Context: an optimization exercise on an open-source flow, tuned for small area, a short achievable clock period and few clock cycles per item. The choices shown serve that exercise and are no tape-out recipe.
No run shown here included a check of the RTL's function; only the layout flow was run.
Power and IR drop assume default switching activity.

$ cat design/flow/flow/run.sh
#!/bin/bash
# ORFS layout (the standard.sh) with: the full-adder and half-adder cells kept out of
# synthesis and layout (the platform's don't-use list plus fa/ha), a tighter setup-repair
# target, free resizing, and minimum-size port buffers.
set -euo pipefail
DU="sky130_fd_sc_hd__probe_p_8 sky130_fd_sc_hd__probec_p_8 sky130_fd_sc_hd__lpflow_bleeder_1 sky130_fd_sc_hd__lpflow_clkbufkapwr_1 sky130_fd_sc_hd__lpflow_clkbufkapwr_16 sky130_fd_sc_hd__lpflow_clkbufkapwr_2 sky130_fd_sc_hd__lpflow_clkbufkapwr_4 sky130_fd_sc_hd__lpflow_clkbufkapwr_8 sky130_fd_sc_hd__lpflow_clkinvkapwr_1 sky130_fd_sc_hd__lpflow_clkinvkapwr_16 sky130_fd_sc_hd__lpflow_clkinvkapwr_2 sky130_fd_sc_hd__lpflow_clkinvkapwr_4 sky130_fd_sc_hd__lpflow_clkinvkapwr_8 sky130_fd_sc_hd__lpflow_decapkapwr_12 sky130_fd_sc_hd__lpflow_decapkapwr_3 sky130_fd_sc_hd__lpflow_decapkapwr_4 sky130_fd_sc_hd__lpflow_decapkapwr_6 sky130_fd_sc_hd__lpflow_decapkapwr_8 sky130_fd_sc_hd__lpflow_inputiso0n_1 sky130_fd_sc_hd__lpflow_inputiso0p_1 sky130_fd_sc_hd__lpflow_inputiso1n_1 sky130_fd_sc_hd__lpflow_inputiso1p_1 sky130_fd_sc_hd__lpflow_inputisolatch_1 sky130_fd_sc_hd__lpflow_isobufsrc_1 sky130_fd_sc_hd__lpflow_isobufsrc_16 sky130_fd_sc_hd__lpflow_isobufsrc_2 sky130_fd_sc_hd__lpflow_isobufsrc_4 sky130_fd_sc_hd__lpflow_isobufsrc_8 sky130_fd_sc_hd__lpflow_isobufsrckapwr_16 sky130_fd_sc_hd__lpflow_lsbuf_lh_hl_isowell_tap_1 sky130_fd_sc_hd__lpflow_lsbuf_lh_hl_isowell_tap_2 sky130_fd_sc_hd__lpflow_lsbuf_lh_hl_isowell_tap_4 sky130_fd_sc_hd__lpflow_lsbuf_lh_isowell_4 sky130_fd_sc_hd__lpflow_lsbuf_lh_isowell_tap_1 sky130_fd_sc_hd__lpflow_lsbuf_lh_isowell_tap_2 sky130_fd_sc_hd__lpflow_lsbuf_lh_isowell_tap_4 sky130_fd_sc_hd__fa_1 sky130_fd_sc_hd__fa_2 sky130_fd_sc_hd__fa_4 sky130_fd_sc_hd__ha_1 sky130_fd_sc_hd__ha_2 sky130_fd_sc_hd__ha_4"
bash standard.sh "DONT_USE_CELLS=$DU" SETUP_SLACK_MARGIN=9 MATCH_CELL_FOOTPRINT=0 SKIP_REPAIR_TIE_FANOUT=1 "BUFFER_PORTS_ARGS=-buffer_cell sky130_fd_sc_hd__buf_1" finish > standard.log 2>&1
$ cat design/flow/standard.sh
#!/bin/bash
# synth_recipe.tcl (not shown) runs the flow's synth.tcl, then flattens the netlist and writes it again
# the make line also repeats each setting of config.mk as NAME=value (left out here)
make -C /OpenROAD-flow-scripts/flow DESIGN_CONFIG=/design/flow/config.mk WORK_HOME=/design/flow/orfs CLKGATE_MAP_FILE= SYNTH_SCRIPT=/design/flow/synth_recipe.tcl "${@:-finish}"
$ cat design/flow/config.mk
export PLATFORM = sky130hd
export DESIGN_NAME = MD5_custom_SIMD_instruction
export DESIGN_NICKNAME = MD5_custom_SIMD_instruction
export VERILOG_FILES = /design/flow/design.v
export SDC_FILE = /design/flow/constraint.sdc
export NUM_CORES = 8
export LEC_CHECK = 0
export ABC_AREA = 1
export CAP_MARGIN = 20
export CORE_AREA = 5 5 375 375
export DIE_AREA = 0 0 380 380
export SLEW_MARGIN = 20
export TNS_END_PERCENT = 0
$ cat design/flow/constraint.sdc
create_clock -name core_clock -period 12.0 [get_ports {clk}]
set_input_delay 2.4000 -clock core_clock [delete_from_list [all_inputs] [get_ports {clk}]]
set_output_delay 2.4000 -clock core_clock [all_outputs]
set_load 0.01 [all_outputs]
$ cat design/flow/design.v
module md5_tables (
  input  wire [5:0]  step,
  output wire [7:0]  msel,
  output wire [3:0]  fsel,
  output wire [3:0]  rv,
  output wire [4:0]  ru,
  output wire        cl
);
  wire [63:0] msel_t0 = 64'h0040400018988444;
  assign msel[0] = msel_t0[step];
  wire [63:0] msel_t1 = 64'h1010080800404202;
  assign msel[1] = msel_t1[step];
  wire [63:0] msel_t2 = 64'h0000202000000080;
  assign msel[2] = msel_t2[step];
  wire [63:0] msel_t3 = 64'h0888800022220000;
  assign msel[3] = msel_t3[step];
  wire [63:0] msel_t4 = 64'h0000044440001111;
  assign msel[4] = msel_t4[step];
  wire [63:0] msel_t5 = 64'h2626111101010000;
  assign msel[5] = msel_t5[step];
  wire [63:0] msel_t6 = 64'h0101008084042020;
  assign msel[6] = msel_t6[step];
  wire [63:0] msel_t7 = 64'h0000020200000808;
  assign msel[7] = msel_t7[step];
  wire [63:0] fsel_t0 = 64'h0000000000007fff;
  assign fsel[0] = fsel_t0[step];
  wire [63:0] fsel_t1 = 64'h000000007fff8000;
  assign fsel[1] = fsel_t1[step];
  wire [63:0] fsel_t2 = 64'h00007fff80000000;
  assign fsel[2] = fsel_t2[step];
  wire [63:0] fsel_t3 = 64'h7fff800000000000;
  assign fsel[3] = fsel_t3[step];
  wire [63:0] rv_t0 = 64'h00002aaac4441111;
  assign rv[0] = rv_t0[step];
  wire [63:0] rv_t1 = 64'h444400001999a222;
  assign rv[1] = rv_t1[step];
  wire [63:0] rv_t2 = 64'h1999800022224444;
  assign rv[2] = rv_t2[step];
  wire [63:0] rv_t3 = 64'h2222555500000888;
  assign rv[3] = rv_t3[step];
  wire [63:0] ru_t0 = 64'h0888888888888888;
  assign ru[0] = ru_t0[step];
  wire [63:0] ru_t1 = 64'h1111111111110000;
  assign ru[1] = ru_t1[step];
  wire [63:0] ru_t2 = 64'h2222000022221111;
  assign ru[2] = ru_t2[step];
  wire [63:0] ru_t3 = 64'h0000222200002222;
  assign ru[3] = ru_t3[step];
  wire [63:0] ru_t4 = 64'h4444444444444444;
  assign ru[4] = ru_t4[step];
  wire [63:0] cl_t0 = 64'h8000000000000000;
  assign cl = cl_t0[step];
endmodule
module md5_add (
  input  wire [31:0] a,
  input  wire [31:0] b,
  output wire [31:0] s
);
  wire [31:0] p = a ^ b;
  wire [31:0] gg = a & b;
  wire g1 = gg[1] | (p[1] & gg[0]);
  wire p1 = p[1] & p[0];
  wire g2 = gg[2] | (p[2] & gg[1]);
  wire p2 = p[2] & p[1];
  wire g3 = gg[3] | (p[3] & gg[2]);
  wire p3 = p[3] & p[2];
  wire g4 = gg[4] | (p[4] & gg[3]);
  wire p4 = p[4] & p[3];
  wire g5 = gg[5] | (p[5] & gg[4]);
  wire p5 = p[5] & p[4];
  wire g6 = gg[6] | (p[6] & gg[5]);
  wire p6 = p[6] & p[5];
  wire g7 = gg[7] | (p[7] & gg[6]);
  wire p7 = p[7] & p[6];
  wire g8 = gg[8] | (p[8] & gg[7]);
  wire p8 = p[8] & p[7];
  wire g9 = gg[9] | (p[9] & gg[8]);
  wire p9 = p[9] & p[8];
  wire g10 = gg[10] | (p[10] & gg[9]);
  wire p10 = p[10] & p[9];
  wire g11 = gg[11] | (p[11] & gg[10]);
  wire p11 = p[11] & p[10];
  wire g12 = gg[12] | (p[12] & gg[11]);
  wire p12 = p[12] & p[11];
  wire g13 = gg[13] | (p[13] & gg[12]);
  wire p13 = p[13] & p[12];
  wire g14 = gg[14] | (p[14] & gg[13]);
  wire p14 = p[14] & p[13];
  wire g15 = gg[15] | (p[15] & gg[14]);
  wire p15 = p[15] & p[14];
  wire g16 = gg[16] | (p[16] & gg[15]);
  wire p16 = p[16] & p[15];
  wire g17 = gg[17] | (p[17] & gg[16]);
  wire p17 = p[17] & p[16];
  wire g18 = gg[18] | (p[18] & gg[17]);
  wire p18 = p[18] & p[17];
  wire g19 = gg[19] | (p[19] & gg[18]);
  wire p19 = p[19] & p[18];
  wire g20 = gg[20] | (p[20] & gg[19]);
  wire p20 = p[20] & p[19];
  wire g21 = gg[21] | (p[21] & gg[20]);
  wire p21 = p[21] & p[20];
  wire g22 = gg[22] | (p[22] & gg[21]);
  wire p22 = p[22] & p[21];
  wire g23 = gg[23] | (p[23] & gg[22]);
  wire p23 = p[23] & p[22];
  wire g24 = gg[24] | (p[24] & gg[23]);
  wire p24 = p[24] & p[23];
  wire g25 = gg[25] | (p[25] & gg[24]);
  wire p25 = p[25] & p[24];
  wire g26 = gg[26] | (p[26] & gg[25]);
  wire p26 = p[26] & p[25];
  wire g27 = gg[27] | (p[27] & gg[26]);
  wire p27 = p[27] & p[26];
  wire g28 = gg[28] | (p[28] & gg[27]);
  wire p28 = p[28] & p[27];
  wire g29 = gg[29] | (p[29] & gg[28]);
  wire p29 = p[29] & p[28];
  wire g30 = gg[30] | (p[30] & gg[29]);
  wire p30 = p[30] & p[29];
  wire g31 = gg[31] | (p[31] & gg[30]);
  wire p31 = p[31] & p[30];
  wire g32 = g2 | (p2 & gg[0]);
  wire p32 = p2 & p[0];
  wire g33 = g3 | (p3 & g1);
  wire p33 = p3 & p1;
  wire g34 = g4 | (p4 & g2);
  wire p34 = p4 & p2;
  wire g35 = g5 | (p5 & g3);
  wire p35 = p5 & p3;
  wire g36 = g6 | (p6 & g4);
  wire p36 = p6 & p4;
  wire g37 = g7 | (p7 & g5);
  wire p37 = p7 & p5;
  wire g38 = g8 | (p8 & g6);
  wire p38 = p8 & p6;
  wire g39 = g9 | (p9 & g7);
  wire p39 = p9 & p7;
  wire g40 = g10 | (p10 & g8);
  wire p40 = p10 & p8;
  wire g41 = g11 | (p11 & g9);
  wire p41 = p11 & p9;
  wire g42 = g12 | (p12 & g10);
  wire p42 = p12 & p10;
  wire g43 = g13 | (p13 & g11);
  wire p43 = p13 & p11;
  wire g44 = g14 | (p14 & g12);
  wire p44 = p14 & p12;
  wire g45 = g15 | (p15 & g13);
  wire p45 = p15 & p13;
  wire g46 = g16 | (p16 & g14);
  wire p46 = p16 & p14;
  wire g47 = g17 | (p17 & g15);
  wire p47 = p17 & p15;
  wire g48 = g18 | (p18 & g16);
  wire p48 = p18 & p16;
  wire g49 = g19 | (p19 & g17);
  wire p49 = p19 & p17;
  wire g50 = g20 | (p20 & g18);
  wire p50 = p20 & p18;
  wire g51 = g21 | (p21 & g19);
  wire p51 = p21 & p19;
  wire g52 = g22 | (p22 & g20);
  wire p52 = p22 & p20;
  wire g53 = g23 | (p23 & g21);
  wire p53 = p23 & p21;
  wire g54 = g24 | (p24 & g22);
  wire p54 = p24 & p22;
  wire g55 = g25 | (p25 & g23);
  wire p55 = p25 & p23;
  wire g56 = g26 | (p26 & g24);
  wire p56 = p26 & p24;
  wire g57 = g27 | (p27 & g25);
  wire p57 = p27 & p25;
  wire g58 = g28 | (p28 & g26);
  wire p58 = p28 & p26;
  wire g59 = g29 | (p29 & g27);
  wire p59 = p29 & p27;
  wire g60 = g30 | (p30 & g28);
  wire p60 = p30 & p28;
  wire g61 = g31 | (p31 & g29);
  wire p61 = p31 & p29;
  wire g62 = g34 | (p34 & gg[0]);
  wire p62 = p34 & p[0];
  wire g63 = g35 | (p35 & g1);
  wire p63 = p35 & p1;
  wire g64 = g36 | (p36 & g32);
  wire p64 = p36 & p32;
  wire g65 = g37 | (p37 & g33);
  wire p65 = p37 & p33;
  wire g66 = g38 | (p38 & g34);
  wire p66 = p38 & p34;
  wire g67 = g39 | (p39 & g35);
  wire p67 = p39 & p35;
  wire g68 = g40 | (p40 & g36);
  wire p68 = p40 & p36;
  wire g69 = g41 | (p41 & g37);
  wire p69 = p41 & p37;
  wire g70 = g42 | (p42 & g38);
  wire p70 = p42 & p38;
  wire g71 = g43 | (p43 & g39);
  wire p71 = p43 & p39;
  wire g72 = g44 | (p44 & g40);
  wire p72 = p44 & p40;
  wire g73 = g45 | (p45 & g41);
  wire p73 = p45 & p41;
  wire g74 = g46 | (p46 & g42);
  wire p74 = p46 & p42;
  wire g75 = g47 | (p47 & g43);
  wire p75 = p47 & p43;
  wire g76 = g48 | (p48 & g44);
  wire p76 = p48 & p44;
  wire g77 = g49 | (p49 & g45);
  wire p77 = p49 & p45;
  wire g78 = g50 | (p50 & g46);
  wire p78 = p50 & p46;
  wire g79 = g51 | (p51 & g47);
  wire p79 = p51 & p47;
  wire g80 = g52 | (p52 & g48);
  wire p80 = p52 & p48;
  wire g81 = g53 | (p53 & g49);
  wire p81 = p53 & p49;
  wire g82 = g54 | (p54 & g50);
  wire p82 = p54 & p50;
  wire g83 = g55 | (p55 & g51);
  wire p83 = p55 & p51;
  wire g84 = g56 | (p56 & g52);
  wire p84 = p56 & p52;
  wire g85 = g57 | (p57 & g53);
  wire p85 = p57 & p53;
  wire g86 = g58 | (p58 & g54);
  wire p86 = p58 & p54;
  wire g87 = g59 | (p59 & g55);
  wire p87 = p59 & p55;
  wire g88 = g60 | (p60 & g56);
  wire p88 = p60 & p56;
  wire g89 = g61 | (p61 & g57);
  wire p89 = p61 & p57;
  wire g90 = g66 | (p66 & gg[0]);
  wire p90 = p66 & p[0];
  wire g91 = g67 | (p67 & g1);
  wire p91 = p67 & p1;
  wire g92 = g68 | (p68 & g32);
  wire p92 = p68 & p32;
  wire g93 = g69 | (p69 & g33);
  wire p93 = p69 & p33;
  wire g94 = g70 | (p70 & g62);
  wire p94 = p70 & p62;
  wire g95 = g71 | (p71 & g63);
  wire p95 = p71 & p63;
  wire g96 = g72 | (p72 & g64);
  wire p96 = p72 & p64;
  wire g97 = g73 | (p73 & g65);
  wire p97 = p73 & p65;
  wire g98 = g74 | (p74 & g66);
  wire p98 = p74 & p66;
  wire g99 = g75 | (p75 & g67);
  wire p99 = p75 & p67;
  wire g100 = g76 | (p76 & g68);
  wire p100 = p76 & p68;
  wire g101 = g77 | (p77 & g69);
  wire p101 = p77 & p69;
  wire g102 = g78 | (p78 & g70);
  wire p102 = p78 & p70;
  wire g103 = g79 | (p79 & g71);
  wire p103 = p79 & p71;
  wire g104 = g80 | (p80 & g72);
  wire p104 = p80 & p72;
  wire g105 = g81 | (p81 & g73);
  wire p105 = p81 & p73;
  wire g106 = g82 | (p82 & g74);
  wire p106 = p82 & p74;
  wire g107 = g83 | (p83 & g75);
  wire p107 = p83 & p75;
  wire g108 = g84 | (p84 & g76);
  wire p108 = p84 & p76;
  wire g109 = g85 | (p85 & g77);
  wire p109 = p85 & p77;
  wire g110 = g86 | (p86 & g78);
  wire p110 = p86 & p78;
  wire g111 = g87 | (p87 & g79);
  wire p111 = p87 & p79;
  wire g112 = g88 | (p88 & g80);
  wire p112 = p88 & p80;
  wire g113 = g89 | (p89 & g81);
  wire p113 = p89 & p81;
  wire g114 = g98 | (p98 & gg[0]);
  wire p114 = p98 & p[0];
  wire g115 = g99 | (p99 & g1);
  wire p115 = p99 & p1;
  wire g116 = g100 | (p100 & g32);
  wire p116 = p100 & p32;
  wire g117 = g101 | (p101 & g33);
  wire p117 = p101 & p33;
  wire g118 = g102 | (p102 & g62);
  wire p118 = p102 & p62;
  wire g119 = g103 | (p103 & g63);
  wire p119 = p103 & p63;
  wire g120 = g104 | (p104 & g64);
  wire p120 = p104 & p64;
  wire g121 = g105 | (p105 & g65);
  wire p121 = p105 & p65;
  wire g122 = g106 | (p106 & g90);
  wire p122 = p106 & p90;
  wire g123 = g107 | (p107 & g91);
  wire p123 = p107 & p91;
  wire g124 = g108 | (p108 & g92);
  wire p124 = p108 & p92;
  wire g125 = g109 | (p109 & g93);
  wire p125 = p109 & p93;
  wire g126 = g110 | (p110 & g94);
  wire p126 = p110 & p94;
  wire g127 = g111 | (p111 & g95);
  wire p127 = p111 & p95;
  wire g128 = g112 | (p112 & g96);
  wire p128 = p112 & p96;
  wire g129 = g113 | (p113 & g97);
  wire p129 = p113 & p97;
  assign s = p ^ {g128, g127, g126, g125, g124, g123, g122, g121, g120, g119, g118, g117, g116, g115, g114, g97, g96, g95, g94, g93, g92, g91, g90, g65, g64, g63, g62, g33, g32, g1, gg[0], 1'b0};
endmodule
module md5_addbk (
  input  wire [31:0] a,
  input  wire [31:0] b,
  output wire [31:0] s
);
  wire [31:0] p = a ^ b;
  wire [31:0] gg = a & b;
  wire g1 = gg[1] | (p[1] & gg[0]);
  wire p1 = p[1] & p[0];
  wire g2 = gg[3] | (p[3] & gg[2]);
  wire p2 = p[3] & p[2];
  wire g3 = gg[5] | (p[5] & gg[4]);
  wire p3 = p[5] & p[4];
  wire g4 = gg[7] | (p[7] & gg[6]);
  wire p4 = p[7] & p[6];
  wire g5 = gg[9] | (p[9] & gg[8]);
  wire p5 = p[9] & p[8];
  wire g6 = gg[11] | (p[11] & gg[10]);
  wire p6 = p[11] & p[10];
  wire g7 = gg[13] | (p[13] & gg[12]);
  wire p7 = p[13] & p[12];
  wire g8 = gg[15] | (p[15] & gg[14]);
  wire p8 = p[15] & p[14];
  wire g9 = gg[17] | (p[17] & gg[16]);
  wire p9 = p[17] & p[16];
  wire g10 = gg[19] | (p[19] & gg[18]);
  wire p10 = p[19] & p[18];
  wire g11 = gg[21] | (p[21] & gg[20]);
  wire p11 = p[21] & p[20];
  wire g12 = gg[23] | (p[23] & gg[22]);
  wire p12 = p[23] & p[22];
  wire g13 = gg[25] | (p[25] & gg[24]);
  wire p13 = p[25] & p[24];
  wire g14 = gg[27] | (p[27] & gg[26]);
  wire p14 = p[27] & p[26];
  wire g15 = gg[29] | (p[29] & gg[28]);
  wire p15 = p[29] & p[28];
  wire g16 = gg[31] | (p[31] & gg[30]);
  wire p16 = p[31] & p[30];
  wire g17 = g2 | (p2 & g1);
  wire p17 = p2 & p1;
  wire g18 = g4 | (p4 & g3);
  wire p18 = p4 & p3;
  wire g19 = g6 | (p6 & g5);
  wire p19 = p6 & p5;
  wire g20 = g8 | (p8 & g7);
  wire p20 = p8 & p7;
  wire g21 = g10 | (p10 & g9);
  wire p21 = p10 & p9;
  wire g22 = g12 | (p12 & g11);
  wire p22 = p12 & p11;
  wire g23 = g14 | (p14 & g13);
  wire p23 = p14 & p13;
  wire g24 = g16 | (p16 & g15);
  wire p24 = p16 & p15;
  wire g25 = g18 | (p18 & g17);
  wire p25 = p18 & p17;
  wire g26 = g20 | (p20 & g19);
  wire p26 = p20 & p19;
  wire g27 = g22 | (p22 & g21);
  wire p27 = p22 & p21;
  wire g28 = g24 | (p24 & g23);
  wire p28 = p24 & p23;
  wire g29 = g26 | (p26 & g25);
  wire p29 = p26 & p25;
  wire g30 = g28 | (p28 & g27);
  wire p30 = p28 & p27;
  wire g31 = g30 | (p30 & g29);
  wire p31 = p30 & p29;
  wire g32 = g27 | (p27 & g29);
  wire p32 = p27 & p29;
  wire g33 = g19 | (p19 & g25);
  wire p33 = p19 & p25;
  wire g34 = g21 | (p21 & g29);
  wire p34 = p21 & p29;
  wire g35 = g23 | (p23 & g32);
  wire p35 = p23 & p32;
  wire g36 = g3 | (p3 & g17);
  wire p36 = p3 & p17;
  wire g37 = g5 | (p5 & g25);
  wire p37 = p5 & p25;
  wire g38 = g7 | (p7 & g33);
  wire p38 = p7 & p33;
  wire g39 = g9 | (p9 & g29);
  wire p39 = p9 & p29;
  wire g40 = g11 | (p11 & g34);
  wire p40 = p11 & p34;
  wire g41 = g13 | (p13 & g32);
  wire p41 = p13 & p32;
  wire g42 = g15 | (p15 & g35);
  wire p42 = p15 & p35;
  wire g43 = gg[2] | (p[2] & g1);
  wire p43 = p[2] & p1;
  wire g44 = gg[4] | (p[4] & g17);
  wire p44 = p[4] & p17;
  wire g45 = gg[6] | (p[6] & g36);
  wire p45 = p[6] & p36;
  wire g46 = gg[8] | (p[8] & g25);
  wire p46 = p[8] & p25;
  wire g47 = gg[10] | (p[10] & g37);
  wire p47 = p[10] & p37;
  wire g48 = gg[12] | (p[12] & g33);
  wire p48 = p[12] & p33;
  wire g49 = gg[14] | (p[14] & g38);
  wire p49 = p[14] & p38;
  wire g50 = gg[16] | (p[16] & g29);
  wire p50 = p[16] & p29;
  wire g51 = gg[18] | (p[18] & g39);
  wire p51 = p[18] & p39;
  wire g52 = gg[20] | (p[20] & g34);
  wire p52 = p[20] & p34;
  wire g53 = gg[22] | (p[22] & g40);
  wire p53 = p[22] & p40;
  wire g54 = gg[24] | (p[24] & g32);
  wire p54 = p[24] & p32;
  wire g55 = gg[26] | (p[26] & g41);
  wire p55 = p[26] & p41;
  wire g56 = gg[28] | (p[28] & g35);
  wire p56 = p[28] & p35;
  wire g57 = gg[30] | (p[30] & g42);
  wire p57 = p[30] & p42;
  assign s = p ^ {g57, g42, g56, g35, g55, g41, g54, g32, g53, g40, g52, g34, g51, g39, g50, g29, g49, g38, g48, g33, g47, g37, g46, g25, g45, g36, g44, g17, g43, g1, gg[0], 1'b0};
endmodule
module md5_ktab (
  input  wire [5:0]  step,
  output wire [31:0] k
);
  wire [63:0] t0 = 64'hf4ef5e112e3a536a;
  assign k[0] = t0[step];
  wire [63:0] t1 = 64'h289b0182c394bd3f;
  assign k[1] = t1[step];
  wire [63:0] t2 = 64'h12a3d68c0f88250d;
  assign k[2] = t2[step];
  wire [63:0] t3 = 64'h20a42914744c259e;
  assign k[3] = t3[step];
  wire [63:0] t4 = 64'h72752940311a16a3;
  assign k[4] = t4[step];
  wire [63:0] t5 = 64'h352679721484cf1c;
  assign k[5] = t5[step];
  wire [63:0] t6 = 64'h01e8f1e8b5db8087;
  assign k[6] = t6[step];
  wire [63:0] t7 = 64'h6d5b339177e4378e;
  assign k[7] = t7[step];
  wire [63:0] t8 = 64'hc64b15329bc5bf49;
  assign k[8] = t8[step];
  wire [63:0] t9 = 64'hfb83c1b93167273d;
  assign k[9] = t9[step];
  wire [63:0] t10 = 64'h09f165d147b4857d;
  assign k[10] = t10[step];
  wire [63:0] t11 = 64'h08d934fccac2428c;
  assign k[11] = t11[step];
  wire [63:0] t12 = 64'h7ce97ec5845b1fc3;
  assign k[12] = t12[step];
  wire [63:0] t13 = 64'h99a7a3cf98619103;
  assign k[13] = t13[step];
  wire [63:0] t14 = 64'h7bf968bb48e63736;
  assign k[14] = t14[step];
  wire [63:0] t15 = 64'h7135185918e505d5;
  assign k[15] = t15[step];
  wire [63:0] t16 = 64'haa2c93e73be82215;
  assign k[16] = t16[step];
  wire [63:0] t17 = 64'h782d32f8fd4e8251;
  assign k[17] = t17[step];
  wire [63:0] t18 = 64'he1724a5e331ec75d;
  assign k[18] = t18[step];
  wire [63:0] t19 = 64'h15b9d6faf40ab60c;
  assign k[19] = t19[step];
  wire [63:0] t20 = 64'h380e18fb8746fe2c;
  assign k[20] = t20[step];
  wire [63:0] t21 = 64'h11a1e36df9ac622e;
  assign k[21] = t21[step];
  wire [63:0] t22 = 64'ha8281a15bed32749;
  assign k[22] = t22[step];
  wire [63:0] t23 = 64'h60e67ffe9ae45a95;
  assign k[23] = t23[step];
  wire [63:0] t24 = 64'hdafb2817edc45fdc;
  assign k[24] = t24[step];
  wire [63:0] t25 = 64'hefb33171a15aab10;
  assign k[25] = t25[step];
  wire [63:0] t26 = 64'h9dfcf66ff64ab25a;
  assign k[26] = t26[step];
  wire [63:0] t27 = 64'h75b629d6d8245fe1;
  assign k[27] = t27[step];
  wire [63:0] t28 = 64'h1924aa6492289248;
  assign k[28] = t28[step];
  wire [63:0] t29 = 64'hfbae91eebac6baeb;
  assign k[29] = t29[step];
  wire [63:0] t30 = 64'hcdaddb36b76ddadd;
  assign k[30] = t30[step];
  wire [63:0] t31 = 64'h5b76db6ddb6db76d;
  assign k[31] = t31[step];
endmodule
module MD5_custom_SIMD_instruction (clk, reset,
	in_v, rd, vrd1, vrd2,
		in_data, in_vdata1, in_vdata2,
	out_v, out_rd, out_vrd1, out_vrd2,
		out_data, out_vdata1, out_vdata2);
	input clk, reset;
	input in_v;
	input [4:0] rd;
	input [2:0] vrd1, vrd2;
	input [32-1:0] in_data;
	input [256-1:0] in_vdata1, in_vdata2;
	output out_v;
	output [4:0] out_rd;
	output [2:0] out_vrd1, out_vrd2;
	output [32-1:0] out_data;
	output [256-1:0] out_vdata1, out_vdata2;
	wire [511:0] min = {in_vdata2, in_vdata1};
	reg        busy, fin, outv, first;
	reg [5:0]  cnt;
	reg [4:0]  t_rd;
	reg [2:0]  t_vrd1, t_vrd2;
	reg [31:0] a, b, c, d, t;
	reg [31:0] ring [0:15];
	reg [7:0]  mr;
	reg [3:0]  fs;
	wire       cl = fin;
	reg [3:0]  rv;
	reg [4:0]  ru;
	always @(*) begin
		case ({cnt[5:4], cnt[1:0]})
			4'd0: begin rv = fin ? 4'd0 : 4'd8; ru = fin ? 5'd0 : 5'd1; end
			4'd1: begin rv = fin ? 4'd0 : 4'd1; ru = fin ? 5'd0 : 5'd4; end
			4'd2: begin rv = fin ? 4'd0 : 4'd2; ru = fin ? 5'd0 : 5'd8; end
			4'd3: begin rv = fin ? 4'd0 : 4'd4; ru = fin ? 5'd0 : 5'd16; end
			4'd4: begin rv = fin ? 4'd0 : 4'd2; ru = fin ? 5'd0 : 5'd1; end
			4'd5: begin rv = fin ? 4'd0 : 4'd2; ru = fin ? 5'd0 : 5'd2; end
			4'd6: begin rv = fin ? 4'd0 : 4'd4; ru = fin ? 5'd0 : 5'd4; end
			4'd7: begin rv = fin ? 4'd0 : 4'd1; ru = fin ? 5'd0 : 5'd16; end
			4'd8: begin rv = fin ? 4'd0 : 4'd1; ru = fin ? 5'd0 : 5'd1; end
			4'd9: begin rv = fin ? 4'd0 : 4'd8; ru = fin ? 5'd0 : 5'd2; end
			4'd10: begin rv = fin ? 4'd0 : 4'd1; ru = fin ? 5'd0 : 5'd8; end
			4'd11: begin rv = fin ? 4'd0 : 4'd8; ru = fin ? 5'd0 : 5'd16; end
			4'd12: begin rv = fin ? 4'd0 : 4'd4; ru = fin ? 5'd0 : 5'd1; end
			4'd13: begin rv = fin ? 4'd0 : 4'd4; ru = fin ? 5'd0 : 5'd2; end
			4'd14: begin rv = fin ? 4'd0 : 4'd8; ru = fin ? 5'd0 : 5'd4; end
			4'd15: begin rv = fin ? 4'd0 : 4'd2; ru = fin ? 5'd0 : 5'd16; end
			default: begin rv = 4'd0; ru = 5'd0; end
		endcase
	end
	wire       run = busy | fin;
	wire       last = busy & (cnt == 6'd63);
	wire [31:0] kadd;
	wire [7:0]  msel;
	wire [3:0]  fsel, rvn;
	wire [4:0]  run_;
	wire        cln;
	md5_tables tab (.step(cnt), .msel(msel), .fsel(fsel), .rv(rvn), .ru(run_), .cl(cln));
	wire        pol = ~cnt[0] & ~fin;
	wire [31:0] mword = {32{pol}} ^ (
		({32{mr[0]}} & ring[0]) |
		({32{mr[1]}} & ring[1]) |
		({32{mr[2]}} & ring[2]) |
		({32{mr[3]}} & ring[3]) |
		({32{mr[4]}} & ring[5]) |
		({32{mr[5]}} & ring[8]) |
		({32{mr[6]}} & ring[9]) |
		({32{mr[7]}} & ring[10]));
	wire [31:0] kt;
	md5_ktab ktab (.step(cnt), .k(kt));
	wire [31:0] kr = fin ? 32'h10325476 : kt;
	wire [31:0] ts = d ^ kr ^ mword;
	wire [31:0] tc = (d & kr) | (d & mword) | (kr & mword);
	wire [31:0] tsum;
	md5_addbk addt (.a(ts), .b({tc[30:0], 1'b0}), .s(tsum));
	wire [31:0] f = ({32{first}} & 32'hd76aa477) |
		({32{fs[0]}} & ((b & c) | (~b & d))) |
		({32{fs[1]}} & ((d & b) | (~d & c))) |
		({32{fs[2]}} & (b ^ c ^ d)) |
		({32{fs[3]}} & (c ^ (b | ~d)));
	wire [31:0] x;
	md5_add addx (.a(f), .b(t), .s(x));
	wire [31:0] z =
		({32{rv[0]}} & x) |
		({32{rv[1]}} & {x[30:0], x[31:31]}) |
		({32{rv[2]}} & {x[29:0], x[31:30]}) |
		({32{rv[3]}} & {x[28:0], x[31:29]});
	wire [31:0] y =
		({32{ru[0]}} & {z[27:0], z[31:28]}) |
		({32{ru[1]}} & {z[23:0], z[31:24]}) |
		({32{ru[2]}} & {z[19:0], z[31:20]}) |
		({32{ru[3]}} & {z[15:0], z[31:16]}) |
		({32{ru[4]}} & {z[11:0], z[31:12]}) |
		({32{cl}} & 32'hefcdab89);
	wire [31:0] bn;
	md5_add addb (.a(b), .b(y), .s(bn));
	wire [31:0] dn;
	md5_addbk addd (.a(c), .b({32{fin}} & 32'h98badcfe), .s(dn));
	integer j;
	always @(posedge clk) begin
		if (reset) begin
			busy <= 1'b0;
			fin <= 1'b0;
			outv <= 1'b0;
		end else begin
			busy <= busy ? ~last : in_v;
			fin <= last;
			outv <= fin;
		end
		first <= ~run;
		cnt <= busy ? cnt + 6'd1 : 6'd0;
		mr <= busy ? msel : 8'd4;
		fs <= busy ? fsel : 4'd0;
		a <= t;
		if (run) begin
			b <= bn;
			c <= b;
			d <= dn;
			t <= tsum;
			for (j = 0; j < 16; j = j + 1) ring[(j+1)%16] <= ~ring[j];
		end else begin
			b <= 32'hefcdab89; c <= 32'h98badcfe; d <= 32'h10325476;
			t <= min[31:0];
			t_rd <= rd; t_vrd1 <= vrd1; t_vrd2 <= vrd2;
			ring[1] <= ~min[31:0];
			ring[2] <= ~min[63:32];
			ring[4] <= ~min[95:64];
			ring[15] <= ~min[127:96];
			ring[13] <= ~min[159:128];
			ring[6] <= ~min[191:160];
			ring[0] <= ~min[223:192];
			ring[3] <= ~min[255:224];
			ring[9] <= ~min[287:256];
			ring[10] <= ~min[319:288];
			ring[12] <= ~min[351:320];
			ring[7] <= ~min[383:352];
			ring[5] <= ~min[415:384];
			ring[14] <= ~min[447:416];
			ring[8] <= ~min[479:448];
			ring[11] <= ~min[511:480];
		end
	end
	assign out_v = outv;
	assign out_rd = t_rd;
	assign out_vrd1 = t_vrd1;
	assign out_vrd2 = t_vrd2;
	assign out_data = 32'd0;
	assign out_vdata2 = {256{1'b0}};
	assign out_vdata1 = {128'd0, t, d, b, a};
endmodule
==> run notes, run 1 <==
=====================================================================================================
Outcome                                                                      timing/DRC/antenna clean
Area added between synthesis and finish                                                         22.7%
Final setup TNS                                                                                  0 ns
Transition time at the pin with the least slew margin                                         1.07 ns
RSZ-0062 raised after global routing                                                              yes
Clock slew seen by the registers of the worst setup and hold paths                            0.06 ns
CP startpoint kind                                                                           register
DRT iter0 DRCs                                                                                  3,341
Highest attainable clock frequency                                                            241 MHz
Die area                                                                                  144,000 um2
Antenna violations before repair                                                                   34
Synth Cell Area                                                                            41,100 um2
WL per Instance                                                                               23.7 um
Die Y                                                                                          380 um
Post-synth top flop                                                                      sky130_fd_sc_hd__dfxtp_1
Share of the synthesized area in compound gates (AO/OA/AOI/OAI)                                 8.11%
Worst Setup Slack post-DPL                                                                    6.45 ns
X dimension of the die                                                                         380 um
# hold bufs at CTS                                                                                  0
Required time at the endpoint of the critical path                                           12.54 ns
CTS H-tree depth                                                                                    3
Standby leakage power                                                                         23.7 nW
Clk latency of the worst-skew pair                                                            0.71 ns
Clock Root Buffer                                                                        sky130_fd_sc_hd__clkbuf_16
Time the final worst path needs with I/O delays and setup                                     4.14 ns
Vias in the first global route                                                                 38,700
Largest voltage drop on the vdd net                                                          0.201 mV
Most frequent cell after synthesis                                                       sky130_fd_sc_hd__nand2_1
Fraction of the core area covered by cells at the end of the flow                               37.1%
DR vias                                                                                        40,300
P per Cell Area                                                                            212 nW/um2
Via density per instance                                                                         5.09
Gate count of the mapped netlist                                                                5,651
Synthesized area per cell                                                                    7.27 um2
Xor and xnor area share after synthesis                                                         2.20%
Final clock period utilization by the worst path                                                34.5%
Starting Density                                                                                30.2%
Path type of the worst setup path                                                          reg -> reg
Number of buffers added by the clock tree synthesis step                                           80
Number of design rule violations left after detail routing                                          0
Synth top area share                                                                            33.8%
Main combinational cell family by area after synthesis                                   simple AND/OR/NAND/NOR gates
Total count of max-transition violations in the final report                                        0
1st-pass router iterations                                                                          6
Clock skew                                                                                  0.0685 ns
Port bufs                                                                                         665
Clock tree from TritonCTS                                                                         yes
Cell repeated most along the worst path                                                  sky130_fd_sc_hd__nand2_4
First-pass GRT wire length                                                                 262,000 um
Synthesis-stage register bit count                                                                705
Cell taking the most area after synthesis                                                sky130_fd_sc_hd__dfxtp_1
Critical-path maximum fanout                                                                        5
Post-route ant nets                                                                                 0
Max Cap Violations                                                                                  0
Global route total overflow                                                                         0
Number of synthesis warnings                                                                        2
Post-synthesis share of cell area spent on full adders, half adders and majority gates             0%
Type of the most critical hold path                                                        reg -> reg
Proportion of layout cells with a drive suffix above 1                                          22.4%
Core Box Area                                                                             136,000 um2
Rows                                                                                              135
Biggest cell delay along the critical path                                                    0.45 ns
Largest net degree at the start of global routing                                                 417
Worst rel slew slack                                                                            29.0%
Most area-consuming cells after synthesis                                                sky130_fd_sc_hd__dfxtp_1 34%, sky130_fd_sc_hd__nand2_1 14%, sky130_fd_sc_hd__mux2i_1 12%
Number of distinct library cells after synthesis                                                   68
Total length of routed wires                                                               188,000 um
GRT Util Overall                                                                                24.4%
Half-perimeter wire length after detailed placement                                        143,000 um
Sort of element at the end of the critical path                                              register
Final worst slack                                                                             7.86 ns
Number of synthesized flops with an enable pin                                                     11
Part of the Yosys area used for sequential elements                                             34.6%
Number of nets at the end of the flow                                                           6,608
Num Clock Sinks                                                                                   705
Cell types with the highest counts after synthesis                                       1,534 x sky130_fd_sc_hd__nand2_1, 694 x sky130_fd_sc_hd__dfxtp_1, 481 x sky130_fd_sc_hd__mux2i_1
Simple-gate area share of the yosys netlist                                                     29.5%
Number of nets produced by synthesis                                                            6,209
Worst endpoint data arrival time                                                              4.68 ns
Multiplexer fraction of the synthesized cell area                                               11.7%
Number of failing setup endpoints in the final timing report                                        0
Hold Fails Final Rpt                                                                                0
Slowest cell on the critical path                                                        sky130_fd_sc_hd__dfxtp_4
Top Ports                                                                                       1,114
Maximum buffer depth of the clock tree                                                              3
Routability cong.                                                                                1.00
Share of synthesized flip-flops with an asynchronous set or reset                                  0%
=====================================================================================================
layout by cell type (no fill, tap or decap), drive strengths merged, types with 5 or more instances in the layout:
| cell type | instances |
|---|---|
| a211oi | 11 |
| a21boi | 17 |
| a21o | 5 |
| a21oi | 205 |
| a221oi | 39 |
| a31oi | 10 |
| and2 | 5 |
| buf | 889 |
| bufinv | 7 |
| clkbuf | 120 |
| clkinv | 28 |
| clkinvlp | 26 |
| dfxtp | 694 |
| diode | 25 |
| edfxtp | 11 |
| inv | 444 |
| mux2i | 481 |
| nand2 | 1630 |
| nand3 | 477 |
| nand3b | 10 |
| nand4 | 114 |
| nor2 | 453 |
| nor3 | 28 |
| nor4 | 7 |
| o2111ai | 6 |
| o211ai | 10 |
| o21a | 9 |
| o21ai | 182 |
| o21bai | 29 |
| o22ai | 11 |
| or2 | 31 |
| xnor2 | 13 |
| xor2 | 90 |
registers in the layout, summed over array words and instances, names as in the netlist, 3 cells and up:
register	cells
t_vrd1	3
cnt	6
fs	4
t_vrd2	3
t	32
t_rd	5
b	32
c	32
ring	512
mr	8
d	32
a	32
worst max-delay path, delay by kind of cell, from the launching register on:
kind | cells | cell delay, ns
buffers and inverters | 5 | 0.88
AO/OA/AOI/OAI | 2 | 0.25
AND/OR/NAND/NOR | 25 | 2.41
flip-flops | 1 | 0.45
per-stage QoR:
| step | total power [mW] | instance area (um2) | hold WS, ns | std cells |
|---|---|---|---|---|
| after floorplan | 5.67 | 41200 | 0.387 | 5651 |
| final | 10.7 | 50400 | 0.380 | 7923 |
| after detailed placement | 6.97 | 42300 | 0.392 | 7537 |
| after CTS | 10.0 | 47700 | 0.383 | 7803 |
| after global routing | 11.3 | 50300 | 0.390 | 7912 |
| after global placement | 6.92 | 42300 | 0.389 | 7537 |
kinds of logic (layout without fill, tap and decap cells):
logic type                count (synthesis)  in the layout
and+or+nand+nor                        2758           2759
buffers and inverters                  1049           1514
DFF                                     705            705
AOI/OAI and AO/OA                       554            554
muxes                                   481            481
xor gates and xnor gates                103            103
other                                     1             26
where the power goes:
part	total [mW]	leakage (nW)	switching [mW]	internal, mW
combinational	4.97	16.4	3.32	1.66
sequential	3.14	5.96	0.428	2.71
clock	2.59	1.34	1.10	1.49
total	10.7	23.7	4.85	5.85
routing by layer:
layer	global-route usage (%)	part of all wire [%]	up-vias
li1	-	-	19000
met1	27.7	38	18800
met2	40.9	46	1964
met3	6.26	8.7	517
met4	15.1	7.1	12
met5	0	0.039	-
layout make-up:
type / instances / area (um2)
well taps: 1781 / 2230
multi-input cells: 3898 / 24100
repair buffers: 905 / 4780
clock buffers: 104 / 2230
flip-flops and latches: 705 / 14400
fillers: 14200 / 85400
diodes: 25 / 62.6
clock inverters: 45 / 544
inverters: 456 / 1940
repair inverters: 4 / 30.0
path summary, 6_finish.rpt:
path / startpoint / end / slack, ns / cells after the start
max: d[13] / b[25] / 7.86 / 32
min: ring[7][10] / ring[8][10] / 0.38 / 1
max reg2reg: d[13] / b[25] / 7.86 / 32
min reg2reg: ring[7][10] / ring[8][10] / 0.38 / 1
repair_timing:
item                       4_1_cts  5_1_grt
hold endpoints to repair         0        0
resized for setup              480      484
cloned                           7        1
pin swaps                       98      238
setup endpoints to repair      591      397
setup buffers                  110       94
==> run 2: changes to the inputs <==
--- a/design/flow/design.v
+++ b/design/flow/design.v
@@ -583,7 +583,7 @@
 	wire [31:0] ts = d ^ kr ^ mword;
 	wire [31:0] tc = (d & kr) | (d & mword) | (kr & mword);
 	wire [31:0] tsum;
-	md5_addbk addt (.a(ts), .b({tc[30:0], 1'b0}), .s(tsum));
+	md5_add addt (.a(ts), .b({tc[30:0], 1'b0}), .s(tsum));
 	wire [31:0] f = ({32{first}} & 32'hd76aa477) |
 		({32{fs[0]}} & ((b & c) | (~b & d))) |
 		({32{fs[1]}} & ((d & b) | (~d & c))) |
==> run notes, run 2 <==
=================================================================================
Outcome                                                  timing/DRC/antenna clean
WL per Instance                                                           24.5 um   +3.4%
Time the final worst path needs with I/O delays and setup                 4.06 ns   -0.0844 ns
Hold Fails Final Rpt                                                            0   unchanged
Synthesis-stage register bit count                                            705   unchanged
Synth top area share                                                        33.3%   -0.58 points
First-pass GRT wire length                                             279,000 um   +6.7%
Standby leakage power                                                     24.7 nW   +4.3%
Number of synthesis warnings                                                    2   unchanged
Number of distinct library cells after synthesis                               68   unchanged
Maximum buffer depth of the clock tree                                          3   unchanged
Transition time at the pin with the least slew margin                    0.998 ns   -0.0675 ns
DP Area                                                                43,000 um2   +1.7%
Area taken by flip-flops and latches                                   14,400 um2   about the same
Most frequent cell after synthesis                                   sky130_fd_sc_hd__nand2_1
Worst rel slew slack                                                        33.5%   +4.5 points
Post-route cell area                                                   52,400 um2   +4.1%
1st-pass router iterations                                                      8   +2
Total net switching power                                                 5.14 mW   +6.1%
Synthesized area per cell                                                7.19 um2   -1.0%
Number of filler cells placed in the layout                                14,300   +0.41%
Slowest cell on the critical path                                    sky130_fd_sc_hd__dfxtp_2
Required time at the endpoint of the critical path                       12.62 ns   +0.08 ns
Clock slew seen by the registers of the worst setup and hold paths        0.06 ns   about the same
RSZ-0062 raised after global routing                                          yes
GRT Util Overall                                                            26.1%   +1.8 points
Most area-consuming cells after synthesis                            sky130_fd_sc_hd__dfxtp_1 33%, sky130_fd_sc_hd__nand2_1 14%, sky130_fd_sc_hd__mux2i_1 12%
Port bufs                                                                     665   unchanged
# hold bufs at CTS                                                              0   unchanged
Die area                                                              144,000 um2   unchanged
P per Cell Area                                                        214 nW/um2   +0.71%
DR vias                                                                    42,200   +4.7%
Core Box Area                                                         136,000 um2   unchanged
Total length of routed wires                                           199,000 um   +6.3%
Critical-path maximum fanout                                                    7   +2
Proportion of layout cells with a drive suffix above 1                      25.0%   +2.6 points
Top Ports                                                                   1,114   unchanged
Type of the most critical hold path                                    reg -> reg
Routability cong.                                                           0.994   -0.90%
Highest-count cells in the layout ignoring fill and taps             1,270 x sky130_fd_sc_hd__nand2_1, 646 x sky130_fd_sc_hd__buf_1, 600 x sky130_fd_sc_hd__dfxtp_1, 483 x sky130_fd_sc_hd__mux2i_1, 354 x sky130_fd_sc_hd__inv_1
Post-route ant nets                                                             0   unchanged
Number of failing setup endpoints in the final timing report                    0   unchanged
Half-perimeter wire length after detailed placement                    150,000 um   +4.8%
Number of buffers added by the clock tree synthesis step                       81   +1.3%
Cell taking the most area after synthesis                            sky130_fd_sc_hd__dfxtp_1
Num Clock Sinks                                                               705   unchanged
Multi-input logic area                                                 25,300 um2   +5.0%
Number of synthesized flops with an enable pin                                 11   unchanged
Cell repeated most along the worst path                              sky130_fd_sc_hd__nand2_1
Vias in the first global route                                             40,400   +4.5%
Global route total overflow                                                     0   unchanged
Cell-internal power                                                       6.07 mW   +3.7%
Path type of the worst setup path                                      reg -> reg
Worst endpoint data arrival time                                          4.68 ns   about the same
Clock Root Buffer                                                    sky130_fd_sc_hd__clkbuf_16
Highest attainable clock frequency                                        246 MHz   +2.1%
CP bufs+invs                                                                    4   -1
Area added between synthesis and finish                                     25.5%
CP delay by family, top                                              simple AND/OR/NAND/NOR gates
Cell count after placement                                                  7,695   +2.1%
Synth Cell Area                                                        41,800 um2   +1.7%
Max Cap Violations                                                              0   unchanged
Final setup TNS                                                              0 ns   unchanged
Tot Pwr                                                                   11.2 mW   +4.8%
DRT iter0 DRCs                                                              3,447   +3.2%
Number of nets at the end of the flow                                       6,841   +3.5%
Antenna violations before repair                                               42   +24%
Relative contribution of the clock network to total power                   23.0%   -1.2 points
Number of nets produced by synthesis                                        6,367   +2.5%
Largest voltage drop on the vdd net                                      0.189 mV   -5.9%
Clock tree from TritonCTS                                                     yes
X dimension of the die                                                     380 um   unchanged
Part of the Yosys area used for sequential elements                         34.0%   -0.59 points
Clock skew                                                              0.0479 ns   -0.0205 ns
Total count of max-transition violations in the final report                    0   unchanged
Sort of element at the end of the critical path                          register
Share of synthesized flip-flops with an asynchronous set or reset              0%   unchanged
Worst-case hold slack                                                    0.379 ns   -0.000446 ns
Final standard cell count with taps included and fillers excluded           8,145   +2.8%
CTS H-tree depth                                                                3   unchanged
Register containing the most flip-flops in the final layout                  ring
Die Y                                                                      380 um   unchanged
Final clock period utilization by the worst path                            33.8%   -0.70 points
Proportion of power drawn by combinational gates                            48.7%   +2.2 points
Number of design rule violations left after detail routing                      0   unchanged
Post-synth top flop                                                  sky130_fd_sc_hd__dfxtp_1
Switching power as a share of total power                                   45.9%   +0.57 points
Most common library cell in the layout ignoring fill and taps        sky130_fd_sc_hd__nand2_1
Part of the total power dissipated in sequential elements                   28.3%   -1.0 points
Cell types with the highest counts after synthesis                   1,545 x sky130_fd_sc_hd__nand2_1, 694 x sky130_fd_sc_hd__dfxtp_1, 483 x sky130_fd_sc_hd__mux2i_1
Gate count of the mapped netlist                                            5,809   +2.8%
Clk latency of the worst-skew pair                                        0.71 ns   about the same
Starting Density                                                            30.8%   +0.53 points
Largest register FFs                                                          512   unchanged
CP startpoint kind                                                       register
Via density per instance                                                     5.18   +1.8%
Largest net degree at the start of global routing                             417   unchanged
Biggest cell delay along the critical path                                0.32 ns   -0.13 ns
Rows                                                                          135   unchanged
=================================================================================
run 2: cell types whose count changed after synthesis, moves of 7 or more:
cell                       change
sky130_fd_sc_hd__nand3_1      -11
sky130_fd_sc_hd__inv_2        -14
sky130_fd_sc_hd__nand2_2      +12
sky130_fd_sc_hd__a21oi_1      +41
sky130_fd_sc_hd__xnor2_1       +8
sky130_fd_sc_hd__xor2_1       -22
sky130_fd_sc_hd__nand2_1      +11
sky130_fd_sc_hd__o21ai_0      +15
sky130_fd_sc_hd__o21ai_1       -9
sky130_fd_sc_hd__inv_1        +47
sky130_fd_sc_hd__clkinv_1      +8
sky130_fd_sc_hd__a21oi_2       -7
sky130_fd_sc_hd__buf_2         +7
sky130_fd_sc_hd__nor2_1       +46
run 2: worst reg2reg max path, delay by kind of cell, from the launching register on:
kind            cells  cell delay [ns]
buf+inv             4             0.56
simple gates       15             2.15
flops               1             0.32
compound gates      4             0.56
xor+xnor            2             0.39
run 2: path summary, 6_finish.rpt:
path	startpoint	to	slack (ns)	cells after the start
min	ring[6][22]	ring[7][22]	0.38	1
max	cnt[0]	t[26]	7.94	25
min reg2reg	ring[6][22]	ring[7][22]	0.38	1
max reg2reg	cnt[0]	t[26]	7.94	25
run 2: layout make-up:
| type | instances | share of cell area, % |
|---|---|---|
| tap | 1781 | 4.25 |
| inverter | 496 | 4.08 |
| timing repair inverter | 4 | 0.0692 |
| antenna | 20 | 0.0955 |
| timing repair buffer | 980 | 10.4 |
| clock inverter | 36 | 0.902 |
| clock buffer | 108 | 4.31 |
| sequential | 705 | 27.6 |
| multi-input combinational | 4015 | 48.3 |
run 2: per-layer routing:
| metal | up-vias | part of all wire [%] | GRT usage (%) |
|---|---|---|---|
| li1 | 19700 | - | - |
| met1 | 19900 | 38 | 30.3 |
| met2 | 2054 | 46 | 42.9 |
| met3 | 545 | 8.8 | 7.08 |
| met4 | 18 | 7.3 | 16.0 |
| met5 | - | 0.061 | 0 |
run 2: cells by family (layout without fill, tap and decap cells):
logic type,count (synthesis),in the layout,share of synthesized area [%]
flops,705,705,34.0
xor+xnor,91,91,1.94
compound gates,599,599,8.44
other cells,1,21,0.00898
buf+inv,1091,1624,13.9
mux,483,483,11.6
simple gates,2839,2841,30.1
run 2: power groups by stage:
stage | Clock, mW | Sequential [mW] | Combinational [mW]
after CTS | 2.64 | 3.17 | 4.79
final | 2.58 | 3.18 | 5.46
after floorplan | 0 | 2.98 | 2.88
after global routing | 2.72 | 3.21 | 5.92
after global placement | 0 | 3.17 | 4.03
after detailed placement | 0 | 3.18 | 4.05
run 2: metrics by stage:
stage / worst slack (ns) / utilization [%]
finish: 7.94 / 38.6
detailed placement: 6.22 / 31.7
floorplan: 8.89 / -
global placement: 6.10 / 31.7
CTS: 8.05 / 36.9
global route: 7.64 / 38.6
run 2: repair_timing:
| action | in CTS | in global routing |
|---|---|---|
| setup endpoints to repair | 739 | 562 |
| buffers inserted | 205 | 68 |
| pin swaps | 224 | 254 |
| cloned | 11 | 2 |
| resized for setup | 778 | 451 |

-- static timing again, ports no longer ideal --
The flow's constraints put no driver on any port. The routed layouts listed below were extracted and timed again, unchanged, in two steps. Step 1 sets driving cells, clkbuf_16 on the clock port and buf_2 on the other inputs (assumed; they add their load-dependent delay and slew). Step 2 times the ports against the registers' clock, not the clock port: input delays grow and output delays shrink by t, the midpoint of the rising clock arrivals with the driver on. Three values: ideal ports, drivers, drivers and shift; two values: the first two.
run	shift t [ns]	setup WS [ns]	worst setup path after step 2	slew at the worst register clock pin (ns)	worst data-port slew with drivers (ns)
run 1	0.764	7.856 / 7.856 / 7.856	register to register	0.08 / 0.08	0.23
run 2	0.758	7.940 / 7.940 / 7.940	register to register	0.07 / 0.07	0.16
After both steps every run listed still meets setup and hold.
